What follows belongs to an exercise in optimizing a design on an open flow for small area and a short achievable clock period; a production flow would make more cautious choices. At most, simulation tests tie the RTL to the original design; equivalence was not proved. The RTL of runs 1 to 3 and 7 was laid out without a check of its function. Power is estimated from default activity; no workload was simulated.

==> flow/design.v <==
`timescale 1ns / 1ps
module Processor(
    input wire clk,
    input wire reset,
    input wire [15:0] instruction,
    input wire [31:0] data_in,
    output reg [31:0] pc,
    output wire [9:0] addr,
    output wire [31:0] data_out
    );
function [31:0] rev32(input [31:0] x);
    integer n;
    begin
        for (n = 0; n < 32; n = n + 1) rev32[n] = x[31-n];
    end
endfunction
reg [15:0] i1;
reg [4:0]  op2;
reg [2:0]  a2;
reg [1:0]  c2;
reg [7:0]  v2;
reg        sub2, st2;
reg [31:0] opA, opB;
reg [31:0] res3;
reg [2:0]  d3;
reg        we3, l3, n3;
reg [31:0] R [0:7];
wire isN   = (op2 == 5'd1);
wire isL   = (op2 == 5'd16);
wire isADD = (op2 == 5'd3);
wire isAND = (op2 == 5'd7);
wire isOR  = (op2 == 5'd8);
wire isXOR = (op2 == 5'd9);
wire isNAND= (op2 == 5'd10);
wire isNOR = (op2 == 5'd11);
wire isXNOR= (op2 == 5'd12);
wire isSHR = (op2 == 5'd13);
wire isSRA = (op2 == 5'd14);
wire isSHL = (op2 == 5'd15);
wire isLDC = (op2 == 5'd17);
wire isST  = (op2 == 5'd18);
wire isJA  = (op2 == 5'd19);
wire isJ0  = (op2 == 5'd20);
wire isJC1 = (op2 == 5'd21);
wire isJC2 = (op2 == 5'd22);
wire we    = (op2 >= 5'd3) && (op2 <= 5'd17);
wire [32:0] sum33 = {opA, 1'b1} + {opB ^ {32{sub2}}, sub2};
wire [31:0] sum = sum33[32:1];
wire [31:0] lg = opA & opB;
wire [31:0] lo = opA | opB;
wire [31:0] lx = opA ^ opB;
wire fill = isSRA & opA[31];
wire [31:0] s0 = v2[0] ? {fill, opA[31:1]} : opA;
wire [31:0] s1 = v2[1] ? {{2{fill}}, s0[31:2]} : s0;
wire [31:0] s2 = v2[2] ? {{4{fill}}, s1[31:4]} : s1;
wire [31:0] s3 = v2[3] ? {{8{fill}}, s2[31:8]} : s2;
wire [31:0] s4 = v2[4] ? {{16{fill}}, s3[31:16]} : s3;
wire [31:0] sh = v2[5] ? {32{fill}} : s4;
wire nr = ~reset;
wire [31:0] ex_res =
      ({32{(isADD | sub2) & nr}} & sum)
    | ({32{isAND & nr}}  & lg)
    | ({32{isOR & nr}}   & lo)
    | ({32{isXOR & nr}}  & lx)
    | ({32{isNAND & nr}} & ~lg)
    | ({32{isNOR & nr}}  & ~lo)
    | ({32{isXNOR & nr}} & ~lx)
    | ({32{(isSHR | isSRA) & nr}} & sh)
    | ({32{isSHL & nr}}  & rev32(sh))
    | ({32{isLDC & nr}}  & {opA[31:8], v2});
reg cond_ok;
always @(*) begin
    case (c2)
        2'd0: cond_ok = opA[31];
        2'd1: cond_ok = ~opA[31];
        2'd2: cond_ok = (opA == 32'd0);
        default: cond_ok = (opA != 32'd0);
    endcase
end
wire update_pc = isJA | isJ0 | ((isJC1 | isJC2) & cond_ok);
wire [31:0] pc_new = ({32{isJA}} & opA) | ({32{isJC1}} & opB)
                   | ({32{isJC2}} & {26'd0, v2[5:0]});
assign addr     = {10{st2}} & opA[9:0];
assign data_out = {32{st2}} & opB;
wire [31:0] wb_val = l3 ? data_in : res3;
wire [1:0] cls = i1[15:14];
wire [4:0] f   = i1[13:9];
wire c_alu = (cls == 2'b01);
wire c_ls  = (cls == 2'b10);
wire c_j   = (cls == 2'b11);
wire shft  = (f == 5'd13) | (f == 5'd14) | (f == 5'd15);
wire [2:0] lk = i1[13:11];
wire [1:0] jk = i1[13:12];
wire T_alu2 = c_alu & ~shft;
reg [4:0] rop;
always @(*) begin
    rop = 5'd0;
    case (cls)
        2'b01:
            case (f)
                5'd3, 5'd4: rop = 5'd3;
                5'd5, 5'd6: rop = 5'd5;
                5'd1, 5'd7, 5'd8, 5'd9, 5'd10, 5'd11, 5'd12, 5'd13, 5'd14,
                5'd15, 5'd16, 5'd17, 5'd18, 5'd19, 5'd21, 5'd22: rop = f;
                5'd20: rop = 5'd19;
                default: rop = 5'd0;
            endcase
        2'b10:
            case (lk)
                3'd0: rop = 5'd16;
                3'd1: rop = 5'd17;
                3'd2: rop = 5'd18;
                default: rop = 5'd0;
            endcase
        2'b11:
            case (jk)
                2'd0: rop = 5'd19;
                2'd1: rop = 5'd20;
                2'd2: rop = i1[11] ? 5'd0 : 5'd21;
                default: rop = i1[11] ? 5'd0 : 5'd22;
            endcase
        default: rop = (f == 5'd1) ? 5'd1 : 5'd0;
    endcase
end
wire [2:0] raddr = c_alu ? i1[8:6] : c_ls ? i1[10:8] : 3'd0;
wire [1:0] rcond = c_j ? i1[10:9] : 2'd0;
wire [7:0] rval  = {c_ls ? i1[7:6] : 2'b00, T_alu2 ? 6'd0 : i1[5:0]};
function [2:0] srcA(input [15:0] w);
    begin
        if (w[15:14] == 2'b01)
            srcA = ((w[13:9] == 5'd13) | (w[13:9] == 5'd14) | (w[13:9] == 5'd15))
                   ? w[8:6] : w[5:3];
        else if (w[15:14] == 2'b10)
            srcA = w[10:8];
        else if (w[13:12] == 2'd0)
            srcA = w[2:0];
        else
            srcA = w[8:6];
    end
endfunction
function [4:0] hazard(input [15:0] w, input [2:0] a, input n2, input l2,
                      input [2:0] d, input n3, input l3);
    reg alu, sh, t_sh, t_alu2, t_1, t_2, ls, jp;
    reg ae86, ae53, ae108, ae20, aw86, aw53, aw108, aw20;
    reg mAe, mAw, mBe, mBw;
    begin
        alu = (w[15:14] == 2'b01);
        ls  = (w[15:14] == 2'b10);
        jp  = (w[15:14] == 2'b11);
        sh  = (w[13:9] == 5'd13) | (w[13:9] == 5'd14) | (w[13:9] == 5'd15);
        t_sh   = alu & sh;
        t_alu2 = alu & ~sh;
        t_1 = (ls & (w[13:11] == 3'd1)) | (jp & (w[13:12] == 2'd0))
            | (jp & (w[13:12] == 2'd3));
        t_2 = (ls & (w[13:11] == 3'd2)) | (jp & (w[13:12] == 2'd2));
        ae86 = (w[8:6] == a);  aw86 = (w[8:6] == d);
        ae53 = (w[5:3] == a);  aw53 = (w[5:3] == d);
        ae108 = (w[10:8] == a); aw108 = (w[10:8] == d);
        ae20 = (w[2:0] == a);  aw20 = (w[2:0] == d);
        if (alu) begin
            mAe = sh ? ae86 : ae53;
            mAw = sh ? aw86 : aw53;
        end else if (ls) begin
            mAe = ae108;
            mAw = aw108;
        end else if (w[13:12] == 2'd0) begin
            mAe = ae20;
            mAw = aw20;
        end else begin
            mAe = ae86;
            mAw = aw86;
        end
        mBe = ae20;
        mBw = aw20;
        hazard[4] = l2 & (((t_sh | t_1) & mAe) | (t_alu2 & (mAe | mBe))
                        | (t_2 & (mAe | (~mAw & mBe))));
        hazard[3] = ((t_sh | t_alu2) & mAe & ~n2) | ((t_1 | t_2) & mAe);
        hazard[2] = (t_alu2 & ~mAe & mBe & ~n2) | (t_2 & ~mAe & ~mAw & mBe);
        hazard[1] = (t_sh & ~mAe & mAw & (l3 | ~n2))
                  | (t_alu2 & ~mAe & ~mBe & mAw & (l3 | ~n3))
                  | ((t_1 | t_2) & ~mAe & mAw);
        hazard[0] = (t_alu2 & ~mAe & ~mBe & ~mAw & mBw & (l3 | ~n2))
                  | (t_2 & ~mAe & ~mAw & ~mBe & mBw);
    end
endfunction
reg [2:0] sA1;
reg freeze, fAe, fBe, fAw, fBw;
wire [2:0] d3n = we ? a2 : 3'd0;
wire [4:0] hz_load = hazard(instruction, raddr, rop == 5'd1, rop == 5'd16,
                            d3n, isN, isL);
wire [4:0] hz_hold = hazard(i1, 3'd0, 1'b1, 1'b0, a2, 1'b0, 1'b1);
wire [31:0] a_src = fAe ? ex_res : (fAw ? wb_val : R[sA1]);
wire [31:0] b_src = fBe ? ex_res : (fBw ? wb_val : R[i1[2:0]]);
wire rshl = (rop == 5'd15);
wire kill = reset | update_pc;
always @(posedge clk) begin
    if (reset)
        pc <= 32'd0;
    else if (update_pc)
        pc <= pc_new;
    else if (!freeze)
        pc <= pc + 32'd1;
    if (kill)
        i1[15:9] <= 7'b0000001;
    else if (!freeze)
        i1[15:9] <= instruction[15:9];
    if (!freeze) begin
        i1[8:0] <= instruction[8:0];
        sA1 <= srcA(instruction);
    end
    if (kill)
        {freeze, fAe, fBe, fAw, fBw} <= 5'd0;
    else if (freeze)
        {freeze, fAe, fBe, fAw, fBw} <= hz_hold;
    else
        {freeze, fAe, fBe, fAw, fBw} <= hz_load;
    if (kill | freeze) begin
        op2  <= 5'd1;
        a2   <= 3'd0;
        sub2 <= 1'b0;
        st2  <= 1'b0;
    end else begin
        op2  <= rop;
        a2   <= raddr;
        sub2 <= (rop == 5'd5);
        st2  <= (rop == 5'd18);
    end
    c2  <= rcond;
    v2  <= rval;
    opA <= rshl ? rev32(a_src) : a_src;
    opB <= b_src;
    res3 <= ex_res;
    d3   <= (we & nr) ? a2 : 3'd0;
    we3  <= we & nr;
    l3   <= isL & nr;
    n3   <= isN & nr;
end
integer k;
always @(posedge clk) begin
    if (reset) begin
        for (k = 0; k < 8; k = k + 1) R[k] <= 32'd0;
    end else if (we3) begin
        R[d3] <= wb_val;
    end
end
endmodule
==> flow/run.sh <==
#!/bin/bash
# synth_recipe.tcl (not shown) runs the flow's synth.tcl, then flattens the netlist and writes it again
# the make line also repeats each setting of config.mk as NAME=value (left out here)
make -C /OpenROAD-flow-scripts/flow DESIGN_CONFIG=/design/flow/config.mk WORK_HOME=/design/flow/orfs CLKGATE_MAP_FILE= SYNTH_SCRIPT=/design/flow/synth_recipe.tcl finish
==> flow/config.mk <==
export PLATFORM = sky130hd
export DESIGN_NAME = Processor
export DESIGN_NICKNAME = Processor
export VERILOG_FILES = /design/flow/design.v
export SDC_FILE = /design/flow/constraint.sdc
export NUM_CORES = 4
export LEC_CHECK = 0
export CAP_MARGIN = 20
export CORE_MARGIN = 2
export CORE_UTILIZATION = 40
export PLACE_DENSITY = 0.6
export SETUP_SLACK_MARGIN = 3.0
export SLEW_MARGIN = 20
==> flow/constraint.sdc <==
create_clock -name core_clock -period 6.5 [get_ports {clk}]
set_input_delay 1.3000 -clock core_clock [delete_from_list [all_inputs] [get_ports {clk}]]
set_output_delay 1.3000 -clock core_clock [all_outputs]
set_load 0.01 [all_outputs]
==> results of run 1 <==
## flip-flops by register name (all words and copies together), names as in the netlist, named ones only
signal  cells
R         256
a2          3
c2          2
d3          3
fAe         1
fAw         1
fBe         1
fBw         1
freeze      1
i1         16
l3          1
op2         5
opA        32
opB        32
pc         32
res3       32
sA1         3
st2         1
sub2        1
v2          8
we3         1
## layout make-up
| type | instances | area, um2 |
|---|---|---|
| sequential | 439 | 11500 |
| inverter | 101 | 383 |
| clock buffer | 70 | 1390 |
| fill | 6819 | 39200 |
| timing repair buffer | 216 | 2000 |
| multi-input combinational | 2206 | 17400 |
| tap | 959 | 1200 |
| clock inverter | 20 | 194 |
## routing by layer
metal  wire [um]  part of all wire (%)  track usage, %  vias to the layer above
met5          18                 0.016               0                        -
met3       10300                   9.0            4.42                      251
met1       46300                    40            39.2                    12854
met2       51500                    45            46.0                     1362
li1            -                     -               -                    11274
met4        6320                   5.5            14.4                        4
## cells in the final DEF, fill, tap and decap left out, drive strengths merged, types with 9 or more instances in the layout
cell type	count
o21ai	115
mux2i	95
and3	16
a2bb2oi	10
xor2	73
o2111ai	11
a21oi	118
or3	15
nand4	26
o211ai	36
clkinv	14
a22oi	16
a21o	22
a211oi	109
a22o	13
o32ai	9
nand3	59
o221ai	15
o22ai	14
a211o	30
buf	93
dfxtp	171
ha	101
a221o	17
mux4	158
edfxtp	268
xnor2	40
nor2b	58
clkdlybuf4s50	122
nor2	437
inv	102
a31oi	28
and2	65
nor3	36
mux2	44
nor4	19
nand2	211
a221oi	49
clkbuf	71
nand2b	14
## where the power goes
group / total [uW] / switching (uW) / internal [uW] / leakage, uW
logic: 2180 / 1290 / 889 / 0.00728
clock network: 2740 / 1170 / 1570 / 0.000769
registers: 3480 / 374 / 3110 / 0.00419
total: 8400 / 2840 / 5570 / 0.0122
## path summary, 6_finish.rpt
kind,start,end,slack (ns),cells past startpoint
hold reg to reg,sA1[2],flop,0.47,1
hold / removal,sA1[2],flop,0.47,1
setup / recovery,sub2,opA[10],3.06,12
setup reg to reg,sub2,opA[10],3.06,12
## worst max-delay path, cell delays in order, from the launching register on
cell	delay, ns
dfxtp_4	0.41
buf_6	0.16
xor2_1	0.14
ha_1	0.40
nand4_1	0.20
o211ai_1	0.33
o2111ai_2	0.22
o41ai_4	0.40
buf_4	0.19
nor2_2	0.06
xnor2_1	0.17
o211ai_1	0.39
o221a_2	0.27
## through the flow
stage          cell area, um2  total power (uW)
2_1_floorplan           29700              4730
3_3_place_gp            31800              5510
3_5_place_dp            31800              5540
4_1_cts                 33600              8310
5_1_grt                 34000              8690
6_report                34000              8400
## kinds of logic after synthesis
family                   after synthesis
AO/OA/AOI/OAI                        684
XOR/XNOR                             113
adder cells (fa/ha/maj)              102
buffers and inverters                327
flip-flops                           439
multiplexers                         297
AND/OR/NAND/NOR                     1010
## timing repair
action	CTS	global route
gates resized for setup	62	66
gates cloned	0	1
setup endpoints to repair	270	71
pin swaps	3	15
buffers inserted	10	11
==> summary.txt, run 1 <==
Initial Util 40.5%; cells after synthesis 2972; clock buffer depth 3; Synth Net Count 3123; final hold violation count 0; die width 276 um; pin slew with the least headroom to its limit 1.13 ns; nets@finish 3163; DR vias/cell roughly 6.4; Worst-Skew Late Latency roughly 0.60 ns; Synth Area in Compound Gates 16.4%; Avg Cell Area, Syn 9.98 um2; Crit. End Element flop; Max Fclk approximately 0.29 GHz; drt first pass iters 6; Seq cells post-synth 439; post-synth cell types 91; core area 73200 um2; die span in y about 280 um; first-pass GRT wire length about 170000 um; Post-route DRC 0; DPL Wire Length roughly 80000 um; io pins 124; Final setup viols 0; # rows 99; Ys Warns 1; H-tree lvl count 2; PwrDens 247 nW/um2; combinational family with the most area after synthesis multiplexers; gr usage total 29.1%; Via Count around 26000; CTS Buf Count 48; number of port buffers about 120; CTS tree done; die area 76400 um2; Area contributors post-synth edfxtp_1 (27%), mux4_2 (12%), dfxtp_1 (12%), nor2_1 (5.5%), ha_1 (4.3%); Max Cap Viol 0; Syn-to-layout area delta 14.7%; CTS root buf clkbuf_16; final worst setup slack between 3 and 4 ns; Hold WC Path Type flop to flop; Final min period 3.44 ns; Placed Cells a little under 4000; count leader, synth nor2_1; Setup Skew 0.0393 ns; pre-CTS setup slack 1.79 ns; hold_buf cts 0; setup TNS 0 ns; post-synth top area cell edfxtp_1; Critical Path Source Type flop; RSZ-0062 raised after global routing true; synth cell count leaders nor2_1 (437), edfxtp_1 (268), nand2_1 (211); Core Util, Final 46.5%; crit-path max FO 5; Slew HR between 20% and 30%; CTS Sinks 439; GPL Wtd Cong approximately 0.99; initial antenna violation count 2; largest net degree at the start of global routing 65; share of cells above drive strength 1 about 17%; top_reg_cell synth edfxtp_1; Detailed Route Iter0 Violations 2991; vias in the first global route 24856; Synth top area share 27.1%; Seq/Total Area, Yosys 38.7%; worst hold slack 0.470 ns; multiplexer share of the synthesized area between 15 and 20%; Finished Layout Cells 4011; Synth Area in XOR/XNOR ~3.3%; Final period util 52.9%; status finished clean; grt ovf 0; Setup CP Type flop to flop; clock slew at reported path FFs 0.06 ns; Antenna diodes 0; Synth Area in Adders 4.29%; Final Max Slew Viols 0; number of synthesized flops with an enable pin 268; cell area after synthesis 29700 um2; Pleak 0.0122 uW; Post-synth ARST share 0%; Final ANT Viol Nets 0; detailed-route wire length per cell 28.5 um; IR drop worst, VDD between 0.0002 and 0.00025 V; Routed Wire Length between 100000 and 150000 um; Req. time, crit path 7.02 ns; CP arrival 3.96 ns; Post-Synth Simple-Gate Area 15.9%
==> inputs of run 2 (changes only) <==
--- a/flow/config.mk
+++ b/flow/config.mk
@@ -9,5 +9,5 @@
 export CORE_MARGIN = 2
 export CORE_UTILIZATION = 40
 export PLACE_DENSITY = 0.6
-export SETUP_SLACK_MARGIN = 3.0
+export SETUP_SLACK_MARGIN = 4.0
 export SLEW_MARGIN = 20
==> run 2 against run 1 <==
  * Critical path depth unchanged
  * Highest routed layer unchanged
  * Register-to-register slack better by 0.15 ns
  * Hold slack better by 0.0069 ns
  * Still clean
==> summary.txt, run 2 <==
status finished clean; Synth Area in Adders under 10%; hold_buf cts 0; Worst-Skew Late Latency 0.62 ns; post-synth cell types 91; Area contributors post-synth edfxtp_1 (27%), mux4_2 (12%), dfxtp_1 (12%), nor2_1 (5.5%), ha_1 (4.3%); top_reg_cell synth edfxtp_1; share of cells above drive strength 1 35.8%; Syn-to-layout area delta 31.5%; Req. time, crit path 7.00 ns; detailed-route wire length per cell 30.4 um; Slew HR 26.9%; Largest Register R; nets@finish about 3400; number of synthesized flops with an enable pin 268; Reg power frac just under 40%; core area approximately 73000 um2; drt first pass iters 8; die area 76400 um2; Final min period about 3.3 ns; initial antenna violation count 3; Avg Cell Area, Syn 9.98 um2; Seq cells post-synth 439; fill count 6295; Synth top area share 27.1%; vias in the first global route 26439; Synth Net Count 3123; pin slew with the least headroom to its limit between 1 and 1.5 ns; gr usage total 32.3%; Via Count 27557; Synth Area in Compound Gates 16.4%; PwrDens 231 nW/um2; Hold WC Path Type flop to flop; IR drop worst, VDD 0.000185 V; Clock Power Share 29.9%; CTS root buf clkbuf_16; number of port buffers 123; count leader, synth nor2_1; area post-placement 32000 um2; Max Fclk 0.304 GHz; slowest CP cell dfxtp_4; GPL Wtd Cong ~1; multiplexer share of the synthesized area between 10% and 20%; cell area after synthesis 29700 um2; Detailed Route Iter0 Violations 3233; io pins 124; Switch Pwr 3190 uW; Largest register FFs about 260; die width 276 um; Placed Cells 3892; # rows 99; first-pass GRT wire length ~180000 um; final hold violation count 0; commonest cells after routing, fill and taps aside nor2_1 (405), edfxtp_1 (268), nand2_1 (187); post-synth top area cell edfxtp_1; Ys Warns 1; Max Cap Viol 0; Critical Path Source Type flop; setup TNS 0 ns; CTS Buf Count between 40 and 50; Synth Area in XOR/XNOR 3.34%; Seq/Total Area, Yosys roughly 39%; Setup Skew 0.0358 ns; Routed Wire Length ~130000 um; Critical path buffers and inverters 2; Crit. End Element flop; cells after synthesis 2972; Post-route DRC 0; most frequent CP cell buf_6; CTS tree done; DPL Wire Length 80500 um; Pleak 0.0144 uW; DR vias/cell 6.52; Post-Synth Simple-Gate Area 15.9%; Final setup viols 0; CP arrival around 3.8 ns; clock buffer depth 3; grt ovf 0; Top Family by Delay on Critical Path compound AO/OA/AOI/OAI gates; Comb power frac 31.2%; H-tree lvl count 2; most common cell after layout, fill and taps aside nor2_1; clock slew at reported path FFs 0.07 ns; combinational family with the most area after synthesis multiplexers; Final period util 50.7%; Initial Util 40.5%; die span in y 276 um; CTS Sinks 439; largest net degree at the start of global routing 65; Setup CP Type flop to flop; Final ANT Viol Nets 0; Finished Layout Cells between 4000 and 5000; synth cell count leaders nor2_1 (437), edfxtp_1 (268), nand2_1 (211); crit-path max FO 6; Cell Int Power slightly below 6000 uW; Post-synth ARST share 0%; Switching Share 35.5%; RSZ-0062 raised after global routing true; crit-path cells buf_6 -> xor2_1 -> ha_1 -> nand4_1 -> o211ai_1 -> o2111ai_4 -> o41ai_4 -> buf_6 -> nor2_4 -> a41oi_2 -> nand3_2 -> a221o_1; Final Max Slew Viols 0; fin area 39000 um2; critical path's largest stage delay 0.39 ns
run 2: cell types whose count changed in the layout (fill, tap and decap cells not counted), sizes merged, moves of 5 or more:
cell | previous run | this run
clkdlybuf4s15 | 0 | 16
clkdlybuf4s50 | 122 | 32
dlygate4sd2 | 0 | 5
bufbuf | 0 | 5
clkinv | 14 | 22
clkbuf | 71 | 65
buf | 93 | 361
run 2: power groups by stage:
stage	registers, uW	logic (uW)	clock network, uW
3_3_place_gp	3500	2030	0
6_report	3500	2800	2690
4_1_cts	3460	2530	2730
2_1_floorplan	3290	1460	0
5_1_grt	3500	2940	2830
3_5_place_dp	3510	2050	0
run 2: logic make-up after synthesis:
group | after synthesis
muxes | 297
AOI/OAI and AO/OA | 684
buffers and inverters | 327
and+or+nand+nor | 1010
adders and majority gates | 102
DFF | 439
xor gates and xnor gates | 113
run 2: per-stage QoR:
step                      hold WS (ns)  setup WS [ns]  util [%]  power, uW
final                            0.477           3.21      53.3       9000
after global routing             0.493           3.12      53.3       9270
after CTS                        0.477           3.29      51.2       8710
after detailed placement         0.463           1.84      43.7       5560
after global placement           0.461           1.77      43.7       5530
after floorplan                  0.449           3.16         -       4760
run 2: worst paths after layout:
path | from | to | cells past startpoint | slack [ns]
setup reg to reg | sub2 | opA[0] | 12 | 3.21
setup / recovery | sub2 | opA[0] | 12 | 3.21
hold reg to reg | sA1[1] | flop | 1 | 0.48
hold / removal | sA1[1] | flop | 1 | 0.48
run 2: metal layers:
| layer | GRT usage [%] | part of all wire [%] |
|---|---|---|
| met1 | 42.5 | 39 |
| met2 | 50.4 | 45 |
| met3 | 6.16 | 9.9 |
| met4 | 17.6 | 6.6 |
| met5 | 0 | 0.019 |
run 2: final cells by class:
cell class	instances	area (um2)	share of cell area (%)
clock inverters	30	240	0.616
flip-flops and latches	439	11700	29.9
diodes	2	5.00	0.0128
well taps	959	1200	3.07
multi-input cells	2209	19600	50.3
repair buffers	424	4610	11.8
clock buffers	60	1290	3.31
inverters	101	385	0.988
run 2: repair_timing:
item / 4_1_cts / 5_1_grt
buffers inserted: 161 / 55
resized for setup: 861 / 268
cloned: 22 / 2
pin swaps: 131 / 89
setup endpoints to repair: 564 / 309
==> inputs of run 3 (changes only) <==
--- a/flow/design.v
+++ b/flow/design.v
@@ -38,7 +38,6 @@
 wire isSRA = (op2 == 5'd14);
 wire isSHL = (op2 == 5'd15);
 wire isLDC = (op2 == 5'd17);
-wire isST  = (op2 == 5'd18);
 wire isJA  = (op2 == 5'd19);
 wire isJ0  = (op2 == 5'd20);
 wire isJC1 = (op2 == 5'd21);
@@ -183,14 +182,23 @@
                   | (t_2 & ~mAe & ~mAw & ~mBe & mBw);
     end
 endfunction
-reg [2:0] sA1;
+reg [7:0] selA, selB;   
 reg freeze, fAe, fBe, fAw, fBw;
 wire [2:0] d3n = we ? a2 : 3'd0;
 wire [4:0] hz_load = hazard(instruction, raddr, rop == 5'd1, rop == 5'd16,
                             d3n, isN, isL);
 wire [4:0] hz_hold = hazard(i1, 3'd0, 1'b1, 1'b0, a2, 1'b0, 1'b1);
-wire [31:0] a_src = fAe ? ex_res : (fAw ? wb_val : R[sA1]);
-wire [31:0] b_src = fBe ? ex_res : (fBw ? wb_val : R[i1[2:0]]);
+reg [31:0] rfA, rfB;
+integer q;
+always @(*) begin
+    rfA = 32'd0; rfB = 32'd0;
+    for (q = 0; q < 8; q = q + 1) begin
+        rfA = rfA | ({32{selA[q]}} & R[q]);
+        rfB = rfB | ({32{selB[q]}} & R[q]);
+    end
+end
+wire [31:0] a_src = fAe ? ex_res : (fAw ? wb_val : rfA);
+wire [31:0] b_src = fBe ? ex_res : (fBw ? wb_val : rfB);
 wire rshl = (rop == 5'd15);
 wire kill = reset | update_pc;
 always @(posedge clk) begin
@@ -206,7 +214,8 @@
         i1[15:9] <= instruction[15:9];
     if (!freeze) begin
         i1[8:0] <= instruction[8:0];
-        sA1 <= srcA(instruction);
+        selA <= 8'd1 << srcA(instruction);
+        selB <= 8'd1 << instruction[2:0];
     end
     if (kill)
         {freeze, fAe, fBe, fAw, fBw} <= 5'd0;
--- a/flow/config.mk
+++ b/flow/config.mk
@@ -8,6 +8,7 @@
 export CAP_MARGIN = 20
 export CORE_MARGIN = 2
 export CORE_UTILIZATION = 40
+export CTS_BUF_LIST = sky130_fd_sc_hd__clkbuf_8
 export PLACE_DENSITY = 0.6
-export SETUP_SLACK_MARGIN = 4.0
+export SETUP_SLACK_MARGIN = 3.0
 export SLEW_MARGIN = 20
==> run 3 against run 2 <==
  * Still clean
  * Combinational power decreased by 15%
  * First-iteration DRC count up 22%
  * Sequential cell count is 7 higher
  * Clock power shrank 6%
  * Fmax is 6.2% lower
  * Area after synthesis decreased by 1.5%
  * Critical endpoint is now opA[5]
==> summary.txt, run 3 <==
Avg Cell Area, Syn 9.18 um2; Switch Pwr roughly 3200 uW; Final ANT Viol Nets 0; nets@finish approximately 3400; Critical Path Source Type flop; CTS tree done; Switching Share 37.3%; Routed Wire Length 132000 um; cells after synthesis ~3200; grt ovf 0; Synth Net Count 3337; Synth top area share 28.9%; Req. time, crit path 7.04 ns; setup TNS 0 ns; Detailed Route Iter0 Violations roughly 4000; Largest Register R; Via Count roughly 28000; Max Fclk 0.285 GHz; Hold WC Path Type flop to flop; CTS Sinks 446; gr usage total 34.1%; Post-synth ARST share 0%; crit-path max FO 17; IR drop worst, VDD 0.000129 V; detailed-route wire length per cell 31.0 um; count leader, synth nor2_1; Slew HR 23.5%; largest net degree at the start of global routing 65; GPL Wtd Cong 1.03; fill count 6995; PwrDens 256 nW/um2; Post-route DRC 0; final hold violation count 0; Seq cells post-synth 446; Cell Int Power 5360 uW; cell area after synthesis 29200 um2; clock slew at reported path FFs approximately 0.060 ns; H-tree lvl count 3; Crit. End Element flop; Final Max Slew Viols 0; Final period util approximately 54%; Core Util, Final 45.9%; CTS Buf Count 74; initial antenna violation count 4; Max Cap Viol 0; clock buffer depth 3; CP arrival 4.05 ns; # rows 99; number of port buffers around 120; die area 75300 um2; Setup Skew between 0.06 and 0.07 ns; first-pass GRT wire length roughly 190000 um; die width 274 um; Final min period 3.51 ns; hold_buf cts 0; Largest register FFs 256; vias in the first global route 27623; commonest cells after routing, fill and taps aside nor2_1 (490), edfxtp_1 (281), a22oi_1 (203); status finished clean; synth cell count leaders nor2_1 (497), edfxtp_1 (281), a21oi_1 (203), a22oi_1 (203), clkbuf_1 (172); Seq/Total Area, Yosys 40.2%; share of cells above drive strength 1 12.6%; Comb power frac approximately 28%; pin slew with the least headroom to its limit 1.12 ns; DR vias/cell around 6.7; Reg power frac 42.4%; Syn-to-layout area delta 14.2%; DPL Wire Length 88000 um; Pleak 0.0121 uW; drt first pass iters 8; post-synth cell types 115; die span in y 274 um; io pins between 100 and 150; Initial Util 40.2%; top_reg_cell synth edfxtp_1; most common cell after layout, fill and taps aside nor2_1; number of synthesized flops with an enable pin ~280; Setup CP Type flop to flop; Ys Warns 1; CTS root buf clkbuf_8; core area around 73000 um2; RSZ-0062 raised after global routing true; Clock Power Share 29.6%; Area contributors post-synth edfxtp_1 (29%), dfxtp_1 (11%), nor2_1 (6.4%), a22oi_1 (5.2%), ha_1 (4.3%); Final setup viols 0; Worst-Skew Late Latency 0.68 ns; post-synth top area cell edfxtp_1
run 3: changes by cell type after synthesis, moves of 24 or more:
cell | before | now
nand4_1 | 26 | 79
a22oi_1 | 15 | 203
mux4_2 | 157 | 29
nor2b_1 | 58 | 20
mux2_2 | 44 | 11
a211oi_1 | 106 | 67
nand2_1 | 211 | 167
nor2_1 | 437 | 497
a21oi_1 | 116 | 203
a222oi_1 | 1 | 39
nor3_1 | 36 | 60
run 3: worst max-delay path: stages, from the launching register on:
cell and delay (ns):
dfxtp_2 0.69, nand2b_1 0.39, nor2_2 0.07, buf_4 0.24, o22ai_1 0.33, mux2i_2 0.24, a221o_1 0.53, a211oi_2 0.53
a21oi_1 0.14, a21o_1 0.20
run 3: final cells by class:
class	count	area, um2	area share, %
Inverter	118	448	1.34
Clock buffer	81	1110	3.34
Antenna cell	2	5.00	0.0150
Timing Repair Buffer	217	2020	6.06
Sequential cell	446	11800	35.3
Multi-Input combinational cell	2377	16400	49.2
Tap cell	959	1200	3.59
Timing Repair inverter	1	5.00	0.0150
Clock inverter	49	364	1.09
run 3: worst paths after layout:
| kind | start | to | slack, ns | cells after the start |
|---|---|---|---|---|
| setup / recovery | op2[4] | opA[5] | 2.99 | 9 |
| hold / removal | i1[3] | v2[3] | 0.56 | 1 |
| setup reg to reg | op2[4] | opA[5] | 2.99 | 9 |
| hold reg to reg | i1[3] | v2[3] | 0.56 | 1 |
run 3: stage by stage:
stage	setup WS, ns	area [um2]	power [uW]	hold slack [ns]	cells
final	2.99	33400	8560	0.556	4250
after floorplan	3.04	29200	4820	0.495	3186
after global placement	1.87	31200	5790	0.542	4099
after CTS	2.99	33000	8370	0.554	4235
after detailed placement	1.91	31200	5810	0.546	4099
after global routing	2.90	33400	8820	0.584	4249
run 3: per-layer routing:
layer / track usage, % / up-vias / part of all wire, %
met2: 53.3 / 1988 / 45
met3: 6.66 / 527 / 10
met1: 43.7 / 13789 / 38
met5: 0 / - / 0.020
met4: 20.9 / 4 / 6.8
li1: - / 12171 / -
run 3: cell families (layout without fill, tap and decap cells):
kind of cell | Yosys count | in the layout | synth area share, %
AOI/OAI and AO/OA | 936 | 936 | 23.2
xor gates and xnor gates | 106 | 106 | 3.18
muxes | 121 | 121 | 5.65
adders and majority gates | 102 | 102 | 4.36
and+or+nand+nor | 1111 | 1112 | 18.1
DFF | 446 | 446 | 40.2
other | 0 | 2 | 0
buffers and inverters | 364 | 466 | 5.36
run 3: power by group through the flow:
stage	sequential [uW]	combinational (uW)	clock, uW
2_1_floorplan	3390	1430	0
3_3_place_gp	3640	2150	0
3_5_place_dp	3640	2170	0
4_1_cts	3580	2230	2560
5_1_grt	3620	2520	2680
6_report	3630	2390	2530
run 3: repair_timing:
item | in CTS | in global routing
buffers inserted | 6 | 10
endpoints found under the setup margin | 132 | 76
cloned | 0 | 2
resized for setup | 75 | 67
pin swaps | 4 | 14
==> inputs of run 4 (changes only) <==
--- a/flow/design.v
+++ b/flow/design.v
@@ -43,8 +43,29 @@
 wire isJC1 = (op2 == 5'd21);
 wire isJC2 = (op2 == 5'd22);
 wire we    = (op2 >= 5'd3) && (op2 <= 5'd17);
-wire [32:0] sum33 = {opA, 1'b1} + {opB ^ {32{sub2}}, sub2};
-wire [31:0] sum = sum33[32:1];
+wire [31:0] bb = opB ^ {32{sub2}};
+wire [31:0] ap = opA ^ bb;
+wire [31:0] ag = opA & bb;
+reg [31:0] G [0:5];
+reg [31:0] P [0:5];
+integer l, i, j;
+always @(*) begin
+    G[0] = ag;
+    P[0] = ap;
+    G[0][0] = ag[0] | (ap[0] & sub2);
+    for (l = 0; l < 5; l = l + 1) begin
+        G[l+1] = G[l];
+        P[l+1] = P[l];
+        for (i = 0; i < 32; i = i + 1) begin
+            if (i[l]) begin
+                j = ((i >> l) << l) - 1;
+                G[l+1][i] = G[l][i] | (P[l][i] & G[l][j]);
+                P[l+1][i] = P[l][i] & P[l][j];
+            end
+        end
+    end
+end
+wire [31:0] sum = ap ^ {G[5][30:0], sub2};
 wire [31:0] lg = opA & opB;
 wire [31:0] lo = opA | opB;
 wire [31:0] lx = opA ^ opB;
--- a/flow/config.mk
+++ b/flow/config.mk
@@ -7,8 +7,7 @@
 export LEC_CHECK = 0
 export CAP_MARGIN = 20
 export CORE_MARGIN = 2
-export CORE_UTILIZATION = 40
-export CTS_BUF_LIST = sky130_fd_sc_hd__clkbuf_8
-export PLACE_DENSITY = 0.6
+export CORE_UTILIZATION = 55
+export PLACE_DENSITY = 0.75
 export SETUP_SLACK_MARGIN = 3.0
 export SLEW_MARGIN = 20
==> run 4 against run 3 <==
  * Still clean
  * First-iteration DRC count grew 8.1%
  * Sequential share of layout area grew 1.4 points
  * Fmax shrank 0.46%
  * Non-clock buffer count grew 3
  * Combinational power shrank 13%
  * Cell count shrank 9.8%
  * Global-route usage grew 7.3 points
  * Clock power grew 9.1%
  * Critical endpoint is now opA[17]
==> summary.txt, run 4 <==
clock buffer depth 3; Final Max Slew Viols 0; area post-placement 30000 um2; Seq/Total Area, Yosys 41.6%; Max Fclk 0.283 GHz; Synth Net Count roughly 3200; initial antenna violation count 2; first-pass GRT wire length 166000 um; CTS Buf Count 47; post-synth top area cell edfxtp_1; fin area 32100 um2; detailed-route wire length per cell 29.5 um; DR vias/cell just over 7; number of port buffers 123; Detailed Route Iter0 Violations roughly 4300; Crit. End Element flop; Worst-Skew Late Latency approximately 0.60 ns; RSZ-0062 raised after global routing true; Avg Cell Area, Syn 9.17 um2; Pleak 0.0115 uW; Critical Path Source Type flop; Seq cells post-synth 446; Routed Wire Length 113000 um; Req. time, crit path 6.92 ns; synth cell count leaders nor2_1 (495), edfxtp_1 (281), a22oi_1 (241); die width 231 um; cells after synthesis 3078; crit-path max FO 8; grt ovf 0; share of cells above drive strength 1 9.93%; H-tree lvl count 2; worst-case reg-to-reg path depth 16; # rows 83; CTS tree done; Final period util between 50 and 60%; IR drop worst, VDD 0.000285 V; Slew HR 20.7%; pin slew with the least headroom to its limit about 1.2 ns; CTS Sinks 446; CTS root buf clkbuf_16; vias in the first global route 26022; cell area after synthesis 28200 um2; die span in y 231 um; Area contributors post-synth edfxtp_1 (30%), dfxtp_1 (12%), nor2_1 (6.6%), a22oi_1 (6.4%), ha_1 (4.2%); worst hold slack 0.555 ns; reg2reg start sub2; flop2flop setup slack 2.97 ns; Ys Warns 3; clock slew at reported path FFs approximately 0.06 ns; count leader, synth nor2_1; Final ANT Viol Nets 0; fill count between 4000 and 5000; area of the multi-input gates roughly 16000 um2; hold endpoint v2[5]; Hold Path Stages 1; DPL Wire Length 74000 um; largest net degree at the start of global routing between 60 and 70; GPL Wtd Cong 1.06; Hold Crit Start i1[5]; CP arrival 3.95 ns; Via Count approximately 27000; number of synthesized flops with an enable pin 281; post-synth cell types 95; Syn-to-layout area delta 13.9%; Post-synth ARST share 0%; setup TNS 0 ns; top_reg_cell synth edfxtp_1; commonest cells after routing, fill and taps aside nor2_1 (491), edfxtp_1 (281), a22oi_1 (241); Max Cap Viol 0; Setup Skew 0.0439 ns; Antenna diodes 0; gr usage total 41.4%; final worst setup slack 2.97 ns; Largest register FFs 256; final hold violation count 0; Post-route DRC 0; io pins 124; Finished Layout Cells 3833; most common cell after layout, fill and taps aside nor2_1; hold_buf cts 0; Largest Register R; die area 53100 um2; PwrDens between 200 and 300 nW/um2; status finished clean; Final min period 3.53 ns; core area between 50000 and 60000 um2; pre-CTS setup slack ~2 ns; Placed Cells 3722; storage element area 11800 um2; nets@finish approximately 3300; Initial Util between 50 and 60%; Synth top area share 29.9%; drt first pass iters 10; Reg-to-Reg End opA[17]; Final setup viols 0; Hold WC Path Type flop to flop; Setup CP Type flop to flop
## run 4: changes by cell type after synthesis, moves of 19 or more
cell,delta
xnor2_1,+24
a21oi_1,-38
nand2_1,+26
a22oi_1,+38
xor2_1,-19
o21ai_0,+21
a221oi_1,-31
## run 4: kinds of logic (layout without fill, tap and decap cells)
family	after synthesis	after routing	synth area share [%]
flops	446	446	41.6
compound gates	883	883	22.0
buf+inv	335	410	4.63
simple gates	1084	1084	18.0
mux	119	119	5.73
xor+xnor	111	111	3.44
fa+ha+maj	100	100	4.56
## run 4: how the worst max path moves through the flow
stage / cells after the start / startpoint / to
finish: 16 / sub2 / opA[17]
global route: 16 / sub2 / opA[17]
CTS: 11 / sub2 / opA[20]
detailed placement: 10 / reset / opA[9]
global placement: 10 / reset / opA[9]
floorplan: 14 / sub2 / opA[9]
## run 4: final cells by class
type,count,share of cell area [%]
Sequential cell,446,36.7
Clock inverter,20,0.810
Inverter,105,1.23
Tap cell,680,2.65
Multi-Input combinational cell,2297,48.3
Clock buffer,65,4.03
Timing Repair Buffer,220,6.34
## run 4: repair_timing
item	CTS	global route
gates cloned	1	1
pin swaps	6	13
setup endpoints to repair	82	57
setup buffers	9	15
gates resized for setup	52	45
## run 4: through the flow
step	power (uW)	util, %
final	8470	63.0
after global routing	8680	63.0
after CTS	8270	62.4
after detailed placement	5550	58.9
after global placement	5500	58.9
after floorplan	4730	-
## run 4: report_power, final
part	switching [uW]	total, uW	internal (uW)
combinational	1300	2090	792
clock	1160	2760	1600
sequential	429	3610	3190
## run 4: per-layer routing
layer	vias to the layer above	part of all wire (%)	GRT usage, %
met5	-	0.012	0
li1	11662	-	-
met4	2	7.4	26.5
met2	2205	44	63.6
met1	12823	36	52.9
met3	556	13	9.25
## run 4: critical path, stage by stage (launching register included)
cell and delay (ns):
dfxtp_4 0.38, buf_12 0.16, buf_4 0.14, xor2_1 0.14
ha_1 0.37, nand2_1 0.11, a211oi_2 0.31, a21oi_2 0.13
nor2_1 0.11, nor2_1 0.07, fa_2 0.37, xnor2_2 0.16
a2111oi_2 0.38, o21ai_1 0.13, a21oi_2 0.13, buf_6 0.14
o221ai_1 0.12
==> inputs of run 5 (changes only) <==
--- a/flow/config.mk
+++ b/flow/config.mk
@@ -7,7 +7,7 @@
 export LEC_CHECK = 0
 export CAP_MARGIN = 20
 export CORE_MARGIN = 2
-export CORE_UTILIZATION = 55
-export PLACE_DENSITY = 0.75
+export CORE_UTILIZATION = 40
+export PLACE_DENSITY = 0.6
 export SETUP_SLACK_MARGIN = 3.0
 export SLEW_MARGIN = 20
==> run 5 against run 4 <==
  * Via count decreased by 0.79%
  * Utilization decreased by 16 points
  * Wire length increased by 6.1%
  * Global-route usage decreased by 9.9 points
  * Area after synthesis unchanged
  * Sequential power about the same
  * Critical endpoint is now freeze
  * Hold slack got worse by 0.0050 ns
  * Die area increased by 37%
  * Final area increased by 1.6%
  * Non-clock buffer count increased by 6
  * Clock skew increased by 0.019 ns
==> summary.txt, run 5 <==
Final period util 54.6%; core area about 70000 um2; Final ANT Viol Nets 0; most common cell after layout, fill and taps aside nor2_1; first-pass GRT wire length 173000 um; status finished clean; H-tree lvl count 2; Req. time, crit path 7.03 ns; number of synthesized flops with an enable pin 281; CTS Buf Count 50; Max Fclk ~0.28 GHz; Largest Register R; Setup CP Type flop to flop; gr usage total 31.5%; Critical Path Source Type flop; pin slew with the least headroom to its limit around 1.1 ns; Synth Net Count 3227; Post-synth ARST share 0%; Detailed Route Iter0 Violations about 3800; fill count 6682; most frequent CP cell nor4_1; post-synth top area cell edfxtp_1; Hold WC Path Type flop to flop; Initial Util between 40% and 50%; Levels on crit path 10; area post-placement 30400 um2; # rows 97; GPL Wtd Cong 0.995; IR drop worst, VDD about 0.00021 V; Worst-Skew Late Latency 0.65 ns; reg2reg start opA[4]; DR vias/cell 6.58; Reg-to-Reg End freeze; Via Count 27032; die width 270 um; setup TNS 0 ns; Final setup viols 0; Critical path origin opA[4]; CTS Sinks 446; final worst setup slack between 2 and 3 ns; flop2flop setup slack 2.95 ns; io pins around 120; slowest CP cell or4_4; RSZ-0062 raised after global routing true; Critical Path Sink freeze; Synth top area share 29.9%; die area roughly 73000 um2; CP arrival 4.08 ns; Slew HR 23.3%; initial antenna violation count 6; Routed Wire Length about 120000 um; Largest register FFs 256; Top Family by Delay on Critical Path simple AND/OR/NAND/NOR gates; Ys Warns 3; Avg Cell Area, Syn around 9.2 um2; Final Max Slew Viols 0; Setup Skew 0.0631 ns; PwrDens 266 nW/um2; Seq/Total Area, Yosys between 40% and 50%; crit-path max FO 66; grt ovf 0; share of cells above drive strength 1 a little over a tenth; crit-path cells buf_4 -> nor4_1 -> nand4_1 -> nor3_2 -> a2111oi_0 -> o31a_2 -> buf_6 -> or2_4 -> or4_4 -> nor4_1; synth cell count leaders nor2_1 (495), edfxtp_1 (281), a22oi_1 (241); die span in y 270 um; fin area 32700 um2; post-synth cell types 95; hold_buf cts 0; final hold violation count 0; Max Cap Viol 0; number of port buffers 123; Hold Path Stages 1; Syn-to-layout area delta 15.7%; clock slew at reported path FFs about 0.060 ns; largest net degree at the start of global routing 67; commonest cells after routing, fill and taps aside nor2_1 (487), edfxtp_1 (281), a22oi_1 (241); CTS tree done; Final min period about 3.5 ns; cells after synthesis 3078; worst-case reg-to-reg path depth 10; Critical path buffers and inverters 2; Crit. End Element flop; nets@finish 3276; cell area after synthesis ~28000 um2; vias in the first global route 25903; clock buffer depth 3; detailed-route wire length per cell 29.2 um; pre-CTS setup slack 2.07 ns; count leader, synth nor2_1; drt first pass iters 6; Pleak between 0.01 and 0.015 uW; top_reg_cell synth edfxtp_1; Seq cells post-synth 446; critical path's largest stage delay 0.58 ns; CTS root buf clkbuf_16; Post-route DRC 0; Area contributors post-synth edfxtp_1 (30%), dfxtp_1 (12%), nor2_1 (6.6%), a22oi_1 (6.4%), ha_1 (4.2%); DPL Wire Length 78800 um
## run 5: cell counts after synthesis
Identical to the previous run, type by type.
## run 5: worst min path at each step
stage | start | to
4_1_cts | i1[5] | v2[5]
3_5_place_dp | i1[5] | v2[5]
5_1_grt | i1[5] | v2[5]
3_3_place_gp | i1[4] | v2[4]
2_1_floorplan | i1[2] | v2[2]
6_report | i1[5] | v2[5]
## run 5: layout make-up
cell class / instances / area [um2] / area share (%)
antenna: 2 / 5.00 / 0.0153
clock buffer: 62 / 1340 / 4.09
clock inverter: 28 / 367 / 1.12
inverter: 105 / 398 / 1.22
multi-input combinational: 2297 / 15500 / 47.5
sequential: 446 / 11800 / 36.1
tap: 940 / 1180 / 3.60
timing repair buffer: 226 / 2050 / 6.29
timing repair inverter: 1 / 5.00 / 0.0153
## run 5: cells by family after synthesis
family	synth area share, %
multiplexers	5.73
buffers and inverters	4.63
flip-flops	41.6
XOR/XNOR	3.44
AO/OA/AOI/OAI	22.0
adder cells (fa/ha/maj)	4.56
AND/OR/NAND/NOR	18.0
## run 5: power breakdown
| part | switching [uW] | total, uW | internal, uW |
|---|---|---|---|
| clock network | 1240 | 2950 | 1710 |
| registers | 409 | 3600 | 3190 |
| logic | 1370 | 2160 | 791 |
## run 5: worst register-to-register path, cell delays in order, from the launching register on
cell and delay [ns]:
dfxtp_1 0.29, buf_4 0.21, nor4_1 0.37, nand4_1 0.36
nor3_2 0.33, a2111oi_0 0.10, o31a_2 0.35, buf_6 0.24
or2_4 0.41, or4_4 0.58, nor4_1 0.25
## run 5: metrics by stage
stage | hold WS [ns] | std cells | utilization (%) | power [uW]
finish | 0.550 | 4107 | 46.7 | 8700
global route | 0.606 | 4106 | 46.7 | 8960
CTS | 0.563 | 4091 | 46.3 | 8570
detailed placement | 0.553 | 3993 | 43.5 | 5630
global placement | 0.579 | 3993 | 43.5 | 5580
floorplan | 0.487 | 3078 | - | 4730
## run 5: repair_timing
item / CTS / global route
setup endpoints to repair: 125 / 80
buffers inserted: 8 / 13
pin swaps: 5 / 25
gates resized for setup: 56 / 53
gates cloned: 0 / 1
## run 5: layer usage
layer / track usage, % / routed length, um / vias up
met5: 0 / 37 / -
li1: - / - / 11675
met3: 5.80 / 12200 / 431
met4: 17.2 / 7190 / 6
met2: 50.2 / 54500 / 1788
met1: 40.4 / 46000 / 13132
==> inputs of run 6 (changes only) <==
--- a/flow/design.v
+++ b/flow/design.v
@@ -66,9 +66,10 @@
     end
 end
 wire [31:0] sum = ap ^ {G[5][30:0], sub2};
-wire [31:0] lg = opA & opB;
-wire [31:0] lo = opA | opB;
-wire [31:0] lx = opA ^ opB;
+wire lu_g   = isAND | isOR | isNAND | isNOR;
+wire lu_p   = isOR | isXOR | isNOR | isXNOR;
+wire lu_inv = isNAND | isNOR | isXNOR;
+wire [31:0] lu = (({32{lu_g}} & ag) | ({32{lu_p}} & ap)) ^ {32{lu_inv & nr}};
 wire fill = isSRA & opA[31];
 wire [31:0] s0 = v2[0] ? {fill, opA[31:1]} : opA;
 wire [31:0] s1 = v2[1] ? {{2{fill}}, s0[31:2]} : s0;
@@ -79,12 +80,7 @@
 wire nr = ~reset;
 wire [31:0] ex_res =
       ({32{(isADD | sub2) & nr}} & sum)
-    | ({32{isAND & nr}}  & lg)
-    | ({32{isOR & nr}}   & lo)
-    | ({32{isXOR & nr}}  & lx)
-    | ({32{isNAND & nr}} & ~lg)
-    | ({32{isNOR & nr}}  & ~lo)
-    | ({32{isXNOR & nr}} & ~lx)
+    | ({32{nr}} & lu)
     | ({32{(isSHR | isSRA) & nr}} & sh)
     | ({32{isSHL & nr}}  & rev32(sh))
     | ({32{isLDC & nr}}  & {opA[31:8], v2});
==> run 6 against run 5 <==
  * Non-clock buffer count increased by 17
  * Largest power group unchanged
  * Fmax decreased by 1.7%
  * Highest routed layer unchanged
  * Sequential power decreased by 2%
  * Synthesized cell count decreased by 9.0%
==> summary.txt, run 6 <==
core area 65900 um2; Hold Crit Start i1[2]; Pleak 0.0110 uW; Setup CP Type flop to flop; Area contributors post-synth edfxtp_1 (32%), dfxtp_1 (12%), a22oi_1 (6.4%), nor2_1 (5.8%), mux2i_1 (4.0%); Final min period 3.61 ns; initial antenna violation count 3; area of the multi-input gates 14400 um2; Largest Register R; CTS Sinks 446; hold endpoint v2[2]; Worst-Skew Late Latency roughly 0.6 ns; critical path's largest stage delay 0.40 ns; CP arrival just over 4 ns; flop2flop setup slack between 2 and 3 ns; worst-case reg-to-reg path depth 14; RSZ-0062 raised after global routing true; Synth Area in Compound Gates 22.0%; Critical Path Source Type flop; Comb power frac 22.5%; most frequent CP cell buf_4; Largest register FFs 256; largest net degree at the start of global routing 69; cell area after synthesis 26700 um2; first-pass GRT wire length between 150000 and 200000 um; slowest CP cell dfxtp_4; most common cell after layout, fill and taps aside nor2_1; detailed-route wire length per cell 30.4 um; die area 68800 um2; grt ovf 0; Syn-to-layout area delta 17.1%; Seq/Total Area, Yosys 44.0%; share of cells above drive strength 1 12.5%; CTS root buf clkbuf_16; CTS Buf Count 47; vias in the first global route 24469; H-tree lvl count 2; Synth Area in Adders a little under 2%; Via Count 25278; Synth Area in XOR/XNOR 4.24%; commonest cells after routing, fill and taps aside nor2_1 (406), edfxtp_1 (281), a22oi_1 (226); CTS tree done; Final ANT Viol Nets 0; Seq cells post-synth ~450; status finished clean; reg2reg start sub2; Synth top area share a little under a third; Final Max Slew Viols 0; Final setup viols 0; area post-placement between 20000 and 30000 um2; Reg-to-Reg End opB[13]; clock buffer depth 3; Switching Share 32.4%; Max Fclk 0.277 GHz; Post-synth ARST share 0%; GPL Wtd Cong 1.03; nets@finish 2953; Post-Synth Simple-Gate Area between 10% and 20%; IR drop worst, VDD 0.000206 V; cells after synthesis 2800; Ys Warns 3; Avg Cell Area, Syn 9.53 um2; combinational family with the most area after synthesis compound AO/OA/AOI/OAI gates; storage element area 11800 um2; Hold WC Path Type flop to flop; Switch Pwr 2700 uW; clock slew at reported path FFs 0.07 ns; Reg power frac between 40% and 50%; final hold violation count 0; setup TNS 0 ns; gr usage total a little under a third; top_reg_cell synth edfxtp_1; number of port buffers 123; drt first pass iters 9; Max Cap Viol 0; pin slew with the least headroom to its limit 1.12 ns; count leader, synth nor2_1; Hold Path Stages 1; multiplexer share of the synthesized area 6.82%; fin area 31200 um2; Final period util 55.5%; Post-route DRC 0; die width 262 um; PwrDens 266 nW/um2; Cell Int Power 5620 uW; Crit. End Element flop; die span in y 262 um; crit-path cells buf_8 -> mux2_4 -> fa_2 -> a211oi_4 -> o211ai_1 -> buf_4 -> buf_6 -> and3b_2 -> a2111oi_4 -> o21bai_1 -> xor2_1 -> a211o_1 -> buf_4 -> a21o_1; Setup Skew 0.0258 ns; fill count 6230; number of synthesized flops with an enable pin ~280; Clock Power Share 35.2%; post-synth top area cell edfxtp_1; io pins 124; # rows 94; crit-path max FO 6; Req. time, crit path 6.98 ns; post-synth cell types 91; Initial Util around 40%; DR vias/cell 6.71; synth cell count leaders nor2_1 (411), edfxtp_1 (281), a22oi_1 (226); DPL Wire Length 74200 um; Slew HR between 20% and 30%; Routed Wire Length 114000 um; Synth Net Count 2888; Detailed Route Iter0 Violations 3863
run 6: cell count changes in the layout (fill, tap and decap cells not counted), sizes merged, moves of 17 or more:
| cell | change |
|---|---|
| a211oi | -34 |
| a221oi | +26 |
| a22o | -19 |
| and3 | +22 |
| ha | -61 |
| inv | -55 |
| mux2i | +28 |
| nand2 | -19 |
| nand3 | -17 |
| nor2 | -84 |
| o21ai | -23 |
| xor2 | +33 |
run 6: layer usage:
layer,GRT usage [%],vias to the layer above,share of wire (%)
li1,-,10813,-
met1,42.2,12383,39
met2,49.6,1711,45
met3,6.60,369,11
met4,15.8,2,5.2
met5,0,-,0.012
run 6: what timing repair did:
| item | CTS | global route |
|---|---|---|
| setup endpoints to repair | 96 | 58 |
| hold buffers | 0 | 0 |
| setup buffers | 9 | 36 |
| resized for setup | 44 | 76 |
| pin swaps | 11 | 35 |
run 6: cells by family after synthesis:
logic type / after synthesis
and+or+nand+nor: 955
AOI/OAI and AO/OA: 813
DFF: 446
buffers and inverters: 272
muxes: 147
xor gates and xnor gates: 129
adders and majority gates: 38
run 6: worst max-delay path: cells and delay by family (launching register included):
family | cells | cell delay (ns)
DFF | 1 | 0.40
muxes | 1 | 0.28
adders and majority gates | 1 | 0.39
buffers and inverters | 4 | 0.63
AOI/OAI and AO/OA | 6 | 1.39
and+or+nand+nor | 1 | 0.21
xor gates and xnor gates | 1 | 0.18
run 6: area by class of cell:
type	count	area share, %
clock buffers	61	4.22
inverters	45	0.541
multi-input cells	2082	45.9
flip-flops and latches	446	37.7
repair buffers	243	7.05
well taps	864	3.46
diodes	1	0.00801
clock inverters	26	1.09
run 6: worst max path at each step:
stage               startpoint      end
floorplan                reset  R[0][0]
global placement          sub2  opA[17]
detailed placement        sub2  opA[17]
CTS                       sub2  opA[17]
global route              sub2  opA[18]
finish                    sub2  opB[13]
run 6: stage by stage:
stage / hold WS (ns) / util (%) / worst slack, ns / power (uW) / cells
finish: 0.536 / 47.4 / 2.89 / 8310 / 3768
detailed placement: 0.525 / 43.6 / 1.86 / 5210 / 3635
global route: 0.564 / 47.4 / 2.80 / 8550 / 3767
floorplan: 0.495 / - / 2.96 / 4460 / 2800
global placement: 0.520 / 43.6 / 2.06 / 5200 / 3635
CTS: 0.539 / 46.5 / 2.94 / 8140 / 3731
run 6: power groups by stage:
stage	combinational, uW	clock [uW]	sequential, uW
final	1870	2930	3520
after global routing	1980	3060	3510
after CTS	1710	2950	3490
after detailed placement	1660	0	3550
after global placement	1650	0	3540
after floorplan	1110	0	3350
==> inputs of run 7 (changes only) <==
--- a/flow/design.v
+++ b/flow/design.v
@@ -23,7 +23,7 @@
 reg [31:0] opA, opB;
 reg [31:0] res3;
 reg [2:0]  d3;
-reg        we3, l3, n3;
+reg        we3, l3;
 reg [31:0] R [0:7];
 wire isN   = (op2 == 5'd1);
 wire isL   = (op2 == 5'd16);
@@ -69,7 +69,7 @@
 wire lu_g   = isAND | isOR | isNAND | isNOR;
 wire lu_p   = isOR | isXOR | isNOR | isXNOR;
 wire lu_inv = isNAND | isNOR | isXNOR;
-wire [31:0] lu = (({32{lu_g}} & ag) | ({32{lu_p}} & ap)) ^ {32{lu_inv & nr}};
+wire [31:0] lu = (({32{lu_g}} & ag) | ({32{lu_p}} & ap)) ^ {32{lu_inv}};
 wire fill = isSRA & opA[31];
 wire [31:0] s0 = v2[0] ? {fill, opA[31:1]} : opA;
 wire [31:0] s1 = v2[1] ? {{2{fill}}, s0[31:2]} : s0;
@@ -79,11 +79,11 @@
 wire [31:0] sh = v2[5] ? {32{fill}} : s4;
 wire nr = ~reset;
 wire [31:0] ex_res =
-      ({32{(isADD | sub2) & nr}} & sum)
-    | ({32{nr}} & lu)
-    | ({32{(isSHR | isSRA) & nr}} & sh)
-    | ({32{isSHL & nr}}  & rev32(sh))
-    | ({32{isLDC & nr}}  & {opA[31:8], v2});
+      ({32{(isADD | sub2)}} & sum)
+    | lu
+    | ({32{(isSHR | isSRA)}} & sh)
+    | ({32{isSHL}}  & rev32(sh))
+    | ({32{isLDC}}  & {opA[31:8], v2});
 reg cond_ok;
 always @(*) begin
     case (c2)
@@ -256,10 +256,9 @@
     opA <= rshl ? rev32(a_src) : a_src;
     opB <= b_src;
     res3 <= ex_res;
-    d3   <= (we & nr) ? a2 : 3'd0;
-    we3  <= we & nr;
-    l3   <= isL & nr;
-    n3   <= isN & nr;
+    d3   <= a2;
+    we3  <= we & ~reset;
+    l3   <= isL;
 end
 integer k;
 always @(posedge clk) begin
--- a/flow/config.mk
+++ b/flow/config.mk
@@ -7,7 +7,8 @@
 export LEC_CHECK = 0
 export CAP_MARGIN = 20
 export CORE_MARGIN = 2
-export CORE_UTILIZATION = 40
-export PLACE_DENSITY = 0.6
+export CORE_UTILIZATION = 50
+export CTS_BUF_LIST = sky130_fd_sc_hd__clkbuf_8
+export PLACE_DENSITY = 0.7
 export SETUP_SLACK_MARGIN = 3.0
 export SLEW_MARGIN = 20
==> run 7 against run 6 <==
  * Sequential share of layout area rose by 0.78 points
  * Clock-buffer cell count increased by 31
  * Highest routed layer unchanged
  * Utilization grew 11 points
  * Synthesized cell count is 0.68% lower
  * Setup slack improved by 0.12 ns
  * Non-clock buffer count is 22 lower
  * Total power is 3.1% lower
  * Fmax rose by 3.4%
  * Critical endpoint is now pc[13]
==> summary.txt, run 7 <==
Hold WC Path Type flop to flop; Routed met3 length 15300 um; CTS tree done; pin slew with the least headroom to its limit 1.08 ns; number of synthesized flops with an enable pin about 280; drt first pass iters 9; flop2flop setup slack 3.01 ns; post-synth cell types 90; io pins 124; worst-case reg-to-reg path depth 8; DR vias/cell ~7.0; die span in y about 230 um; Routed Wire Length 107000 um; Synth top area share 31.7%; Syn-to-layout area delta 14.9%; synth cell count leaders nor2_1 (424), edfxtp_1 (281), a22oi_1 (225); Avg Cell Area, Syn 9.57 um2; Final Total Pwr between 8000 and 9000 uW; detailed-route wire length per cell 29.5 um; count leader, synth nor2_1; IR drop worst, VDD 0.000154 V; Final period util 53.7%; number of port buffers 123; Synth Net Count 2869; RSZ-0062 raised after global routing true; Seq/Total Area, Yosys 44.1%; Synth Area in Adders 1.93%; Critical Path Source Type flop; Post-synth ARST share 0%; Top Layer Used met5; largest net degree at the start of global routing 67; Post-Synth Simple-Gate Area 16.6%; core area 52600 um2; share of cells above drive strength 1 12.4%; setup TNS 0 ns; Max Fclk between 0.2 and 0.3 GHz; Max Cap Viol 0; Final setup viols 0; cell area after synthesis 26600 um2; gr usage total 37.5%; Ys Warns 3; Initial Util 50.6%; Synth Area in Compound Gates 21.6%; status finished clean; die width 235 um; final hold violation count 0; met2 routed WL 45700 um; combinational family with the most area after synthesis compound AO/OA/AOI/OAI gates; H-tree lvl count 3; worst hold slack 0.506 ns; CP arrival 3.97 ns; Reg-to-Reg End pc[13]; Largest register FFs 256; grt ovf 0; fin area 30600 um2; Hold Path Stages 0; Req. time, crit path 6.98 ns; nets@finish 2949; Setup Skew roughly 0.058 ns; Post-route DRC 0; Worst-Skew Late Latency 0.70 ns; reg2reg start opA[16]; Area contributors post-synth edfxtp_1 (32%), dfxtp_1 (12%), a22oi_1 (6.3%), nor2_1 (6.0%), mux2i_1 (2.8%); Pleak 0.0110 uW; Final ANT Viol Nets 0; first-pass GRT wire length about 160000 um; Placed Cells ~3400; initial antenna violation count 5; Detailed Route Iter0 Violations 4006; CTS Buf Count 78; hold_buf cts 0; crit-path max FO 66; Final min period ~3.5 ns; area post-placement 28400 um2; met1 WL 40000 um; clock slew at reported path FFs 0.06 ns; cells after synthesis 2781; Finished Layout Cells 3619; clock buffer depth 3; Largest Register R; CTS root buf clkbuf_8; post-synth top area cell edfxtp_1; hold endpoint d3[2]; commonest cells after routing, fill and taps aside nor2_1 (420), edfxtp_1 (281), a22oi_1 (225); top_reg_cell synth edfxtp_1; Setup CP Type flop to flop; Hold Crit Start a2[2]; PwrDens 263 nW/um2; Seq cells post-synth approximately 450; Slew HR around a quarter; GPL Wtd Cong 1.01; # rows 84; multiplexer share of the synthesized area 6.60%; DPL Wire Length about 70000 um; Via Count 25473; die area 55100 um2; CTS Sinks 446; Crit. End Element flop; Final Max Slew Viols 0; most common cell after layout, fill and taps aside nor2_1; vias in the first global route 24556; Synth Area in XOR/XNOR 4.71%
[run 7: worst max path at each step]
stage | to | from
after floorplan | opA[9] | sub2
after global placement | R[0][26] | reset
after detailed placement | R[7][6] | reset
after CTS | R[3][30] | reset
after global routing | opA[9] | sub2
final | pc[13] | opA[16]
[run 7: final cells by class]
cell class	count	area, um2
clock inverter	52	258
multi-input combinational	2038	14000
tap	688	861
fill	4594	22000
antenna	6	15.0
sequential	446	11800
inverter	76	290
timing repair buffer	221	2080
clock buffer	92	1270
[run 7: worst max-delay path: stages (launching register included)]
cell	delay, ns
dfxtp_1	0.50
nor4b_1	0.43
nand4_1	0.28
o31ai_1	0.40
xor2_1	0.29
a21oi_4	0.11
buf_6	0.28
a221oi_1	0.87
a211oi_1	0.13
[run 7: cell families (layout without fill, tap and decap cells)]
kind of cell / count (synthesis) / count (layout)
adders and majority gates: 38 / 38
and+or+nand+nor: 941 / 941
DFF: 446 / 446
AOI/OAI and AO/OA: 785 / 785
muxes: 131 / 131
xor gates and xnor gates: 143 / 143
other: 0 / 6
buffers and inverters: 297 / 441
[run 7: metrics by stage]
step,util [%],setup WS [ns]
after floorplan,-,2.98
after global placement,54.0,2.19
after detailed placement,54.0,2.14
after CTS,57.4,2.91
after global routing,58.2,2.92
final,58.2,3.01
[run 7: repair_timing]
action                                  CTS  global route
resized for setup                        32            53
gates cloned                              0             2
buffers inserted                         11            17
endpoints found under the hold margin     0             0
pin swaps                                 6            20
endpoints found under the setup margin  238           248
[run 7: report_power, final]
group | internal (uW) | total [uW] | switching [uW]
Sequential | 3190 | 3580 | 388
Clock | 1300 | 2560 | 1260
Combinational | 715 | 1920 | 1200
[run 7: routing by layer]
metal	global-route usage, %	up-vias
met5	0	-
met4	20.1	2
met3	11.0	425
met2	54.7	2105
met1	50.1	12202
li1	-	10739

[port drivers added, routing unchanged]
In the flow no input, the clock included, has a driving cell. The finished layouts below were timed again as built, in two steps.
Step 1 sets driving cells, clkbuf_16 on the clock port and buf_2 on the other inputs (assumed; they add their load-dependent delay and slew).
Step 2 adds t to the input delays and takes it off the output delays; t is the mean of the earliest and latest rising clock arrival at the registers after step 1. Input paths then give back, and output paths get back, about the clock's delay inside the block.
Three values: ideal, step 1, step 2; two values: the first two.
run | t (ns) | setup WS [ns] | worst hold slack (ns) | worst register clock-pin slew, ns
run 1 | 0.648 | 3.060 / 3.035 / 2.468 | 0.470 / 0.470 / 0.470 | 0.06 / 0.06
run 2 | 0.669 | 3.206 / 3.206 / 2.818 | 0.477 / 0.477 / 0.477 | 0.07 / 0.07
run 3 | 0.708 | 2.986 / 2.986 / 2.348 | 0.556 / 0.556 / 0.556 | 0.07 / 0.07
run 4 | 0.643 | 2.970 / 2.970 / 2.439 | 0.555 / 0.555 / 0.555 | 0.07 / 0.07
run 5 | 0.681 | 2.952 / 2.952 / 2.387 | 0.550 / 0.550 / 0.550 | 0.07 / 0.07
run 6 | 0.643 | 2.892 / 2.892 / 2.433 | 0.536 / 0.536 / 0.536 | 0.07 / 0.07
run 7 | 0.727 | 3.009 / 2.953 / 2.509 | 0.506 / 0.506 / 0.506 | 0.07 / 0.07
After both steps setup and hold are still met in every run listed. The setup slack of run 3, which loses most, moves by 0.000 ns with the drivers and by -0.638 ns with both steps.
